This is an optimization exercise on Yosys and OpenROAD, whose aim is small area, not a production implementation.
In this exercise RTL edits were held to simulation tests only and were not proved equivalent to the original.
Power is estimated from default activity; no workload was simulated.

## run A
==> flow/design.v <==
`timescale 1ns/1ps
module uart_rx
(
    input wire clk,
    input wire data_in,
    input wire rst,
    output reg rx_ready,
    output wire busy,
    output reg frame_error,
    output reg [7:0] rx
);
reg [11:0] lfsr_q;      
localparam [11:0] POL = 12'hAAA;
wire [11:0] lfsr = lfsr_q ^ POL;
reg [3:0] bitno;
reg half;
reg [7:0] rx_shift;
wire idle = !bitno[3] && !bitno[2] && bitno[0];
wire in_start = !bitno[3] && bitno[2];
wire in_stop = !bitno[3] && !bitno[2] && !bitno[0];
wire half_end = (lfsr & 12'hEFD) == 12'h2F1;
wire [11:0] lfsr_next = {lfsr[10:0], ~(lfsr[11] ^ lfsr[0])};
wire mid = half_end && !half;                
wire stop_sample = mid && in_stop;
wire rx_load = stop_sample && data_in;
assign busy = !(idle && !half);
always @(posedge clk) begin
    if (idle || half_end)
        lfsr_q <= POL;
    else
        lfsr_q <= lfsr_next ^ POL;
    if (mid && bitno[3])
        rx_shift <= {data_in, rx_shift[7:1]};
    if (rx_load || rst)
        rx <= rx_shift & {8{~rst}};
    rx_ready <= !rst && rx_load;
    frame_error <= !rst && stop_sample && !data_in;
    half <= !rst && !idle && (half ^ half_end);
    if (rst)
        bitno <= 4'd1;
    else if (idle)
        bitno <= data_in ? 4'd1 : 4'd7;
    else if (half_end && half)
        bitno <= bitno + 4'd1;
    else if (mid && in_start && data_in)
        bitno <= 4'd1;                       
end
endmodule
`timescale 1ns/1ps
module uart_tx
(
    input wire clk,
    input wire rst,
    input wire start,
    input wire [7:0] data_in,
    output wire busy,
    output reg tx
);
reg [12:0] lfsr_q;      
localparam [12:0] POL = 13'h0AAA;
wire [12:0] lfsr = lfsr_q ^ POL;
reg [9:0] frame;
wire idle = (frame == 10'd0);
wire bit_end = (lfsr & 13'h17DB) == 13'h00CB;
wire [12:0] lfsr_next = {lfsr[11:0], ~(lfsr[12] ^ lfsr[9])};
assign busy = !idle;
always @(posedge clk) begin
    if (idle || bit_end)
        lfsr_q <= POL;
    else
        lfsr_q <= lfsr_next ^ POL;
    tx <= rst || idle || frame[0];
    if (rst)
        frame <= 10'd0;
    else if (idle) begin
        if (start)
            frame <= {1'b1, data_in, 1'b0};
    end else if (bit_end)
        frame <= {1'b0, frame[9:1]};
end
endmodule
`timescale 1ns/1ps
module uart #
(
    parameter BAUD_RATE = 9600,
    parameter CLOCK_FREQ = 50000000
)
(
    input wire clk,
    input wire rst,
    input wire start,
    input wire [7:0] tx_data_in,
    input wire rx_data_in,
    output wire busy_tx,
    output wire busy_rx,
    output wire rx_ready,
    output wire frame_error,
    output wire tx_data_out,
    output wire [7:0] rx_data_out
);
uart_rx receiver (
    .clk         (clk),
    .rst         (rst),
    .data_in     (rx_data_in),
    .rx          (rx_data_out),
    .frame_error (frame_error),
    .rx_ready    (rx_ready),
    .busy        (busy_rx)
);
uart_tx transmitter (
    .clk     (clk),
    .rst     (rst),
    .start   (start),
    .data_in (tx_data_in),
    .busy    (busy_tx),
    .tx      (tx_data_out)
);
endmodule
clock: 20.0 ns
lec_check: 0
cap_margin: 20
core_margin: 2
core_utilization: 40
slew_margin: 20
standard.sh (not shown) runs the stock make flow with config.mk's settings and CLKGATE_MAP_FILE= SYNTH_SCRIPT=/design/flow/synth_recipe.tcl, a recipe that flattens the netlist after the stock synthesis.
==> flow/flow/run.sh <==
#!/bin/bash
# Own layout flow: the standard ORFS flow (standard.sh) with three changes
# that only affect area:
#  - synthesis: the standard flow's script, but ABC maps for area instead of speed
#  - port buffers: sky130_fd_sc_hd__buf_1 on every input and output
#  - clock tree: clkbuf_4 buffers, no dummy loads
# Every tool's output goes to the ORFS logs under orfs/logs/, make's to flow.log.
set -euo pipefail
here=$(cd "$(dirname "${BASH_SOURCE[0]}")" && pwd)
work=$(pwd)
{
  echo "set my_abc_script $here/abc_area.script"
  cat "$here/abc_override.tcl"
  cat "$work/synth_recipe.tcl"
} > "$work/own_synth.tcl"
cts="-sink_clustering_enable -repair_clock_nets -sink_clustering_size 20 -sink_clustering_max_diameter 200 -buf_list sky130_fd_sc_hd__clkbuf_4 -dont_use_dummy_load"
bash "$work/standard.sh" \
  SYNTH_SCRIPT="$work/own_synth.tcl" \
  BUFFER_PORTS_ARGS="-buffer_cell sky130_fd_sc_hd__buf_1" \
  CTS_ARGS="$cts" \
  finish > "$work/flow.log" 2>&1
==> flow/flow/abc_area.script <==
strash
&get -n
&dch -f
&nf -a -R 1000
&put
topo
dnsize
==> flow/flow/abc_override.tcl <==
# Map with an area-oriented ABC script instead of ORFS's speed script
# (which buffers and upsizes for timing the 20 ns clock never needs).
proc abc {args} {
  global my_abc_script
  set i [lsearch -exact $args -script]
  if {$i >= 0} { set args [lreplace $args $i [expr {$i + 1}] -script $my_abc_script] }
  set j [lsearch -exact $args -D]
  if {$j >= 0} { set args [lreplace $args $j [expr {$j + 1}]] }
  yosys abc {*}$args
}
The inputs of run B differ from those of run A as listed below.
==> flow/design.v, changed modules only <==
module uart_rx
(
    input wire clk,
    input wire data_in,
    input wire rst,
    output wire rx_ready,
    output wire busy,
    output wire frame_error,
    output reg [7:0] rx
);
reg [11:0] lfsr_q;      
localparam [11:0] POL = 12'hAAA;
wire [11:0] lfsr = lfsr_q ^ POL;
reg [3:0] bitno;
reg half;
reg [7:0] rx_shift_n;    
reg stop_pulse;          
wire idle = !bitno[3] && !bitno[2] && bitno[0];
wire in_start = !bitno[3] && bitno[2];
wire in_stop = !bitno[3] && !bitno[2] && !bitno[0];
wire half_end = (lfsr & 12'hEFD) == 12'h2F1;
wire [11:0] lfsr_next = {lfsr[10:0], ~(lfsr[11] ^ lfsr[0])};
wire mid = half_end && !half;                
wire stop_sample = mid && in_stop;
wire rx_load = stop_sample && data_in;
assign rx_ready = stop_pulse && !rx_shift_n[7];
assign frame_error = stop_pulse && rx_shift_n[7];
assign busy = !(idle && !half);
always @(posedge clk) begin
    if (idle || half_end)
        lfsr_q <= POL;
    else
        lfsr_q <= lfsr_next ^ POL;
    if (mid && (bitno[3] || in_stop))
        rx_shift_n <= {~data_in, rx_shift_n[7:1]};
    if (rx_load || rst)
        rx <= ~rx_shift_n & {8{~rst}};
    stop_pulse <= !rst && stop_sample;
    half <= !rst && !idle && (half ^ half_end);
    if (rst)
        bitno <= 4'd1;
    else if (idle)
        bitno <= data_in ? 4'd1 : 4'd7;
    else if (half_end && half)
        bitno <= bitno + 4'd1;
    else if (mid && in_start && data_in)
        bitno <= 4'd1;                       
end
endmodule
Results
Having completed the whole flow, run B delivered a layout that passed the timing, DRC and antenna checks.
Run A finished every stage and its layout cleared the timing, DRC and antenna checks.
Any difference in global-route met1 utilization between run B and run A is small enough to ignore.
Run B -> run A: count of cells along the worst hold path delta 0, exact match
Worst setup slack after layout improves in run B relative to run A.
On proportion of power drawn by flip-flops and latches, run B and run A are neck and neck.
The die of run B is smaller than the one used in run A.

[re-timing with driven ports]
The flow's constraints put no driver on any port. The routed layouts listed below were extracted and timed again, unchanged, in two steps. Step 1 assumes that a clkbuf_16 drives the clock port and a buf_2 every other input. Step 2 also shifts input and output timing later by t, the mid clock arrival at the registers, as if the neighbouring blocks saw the same clock. Slacks: no drivers / after step 1 / after step 2; pairs: no drivers / after step 1.
| run | shift t [ns] | setup slack, ns | latest minus earliest clock arrival (ns) | worst slew at a driven data input, ns |
|---|---|---|---|---|
| run A | 0.394 | 14.160 / 14.138 / 14.533 | 0.025 / 0.025 | 0.03 |
| run B | 0.400 | 14.172 / 14.148 / 14.548 | 0.031 / 0.031 | 0.03 |
After both steps every run listed still meets setup and hold.
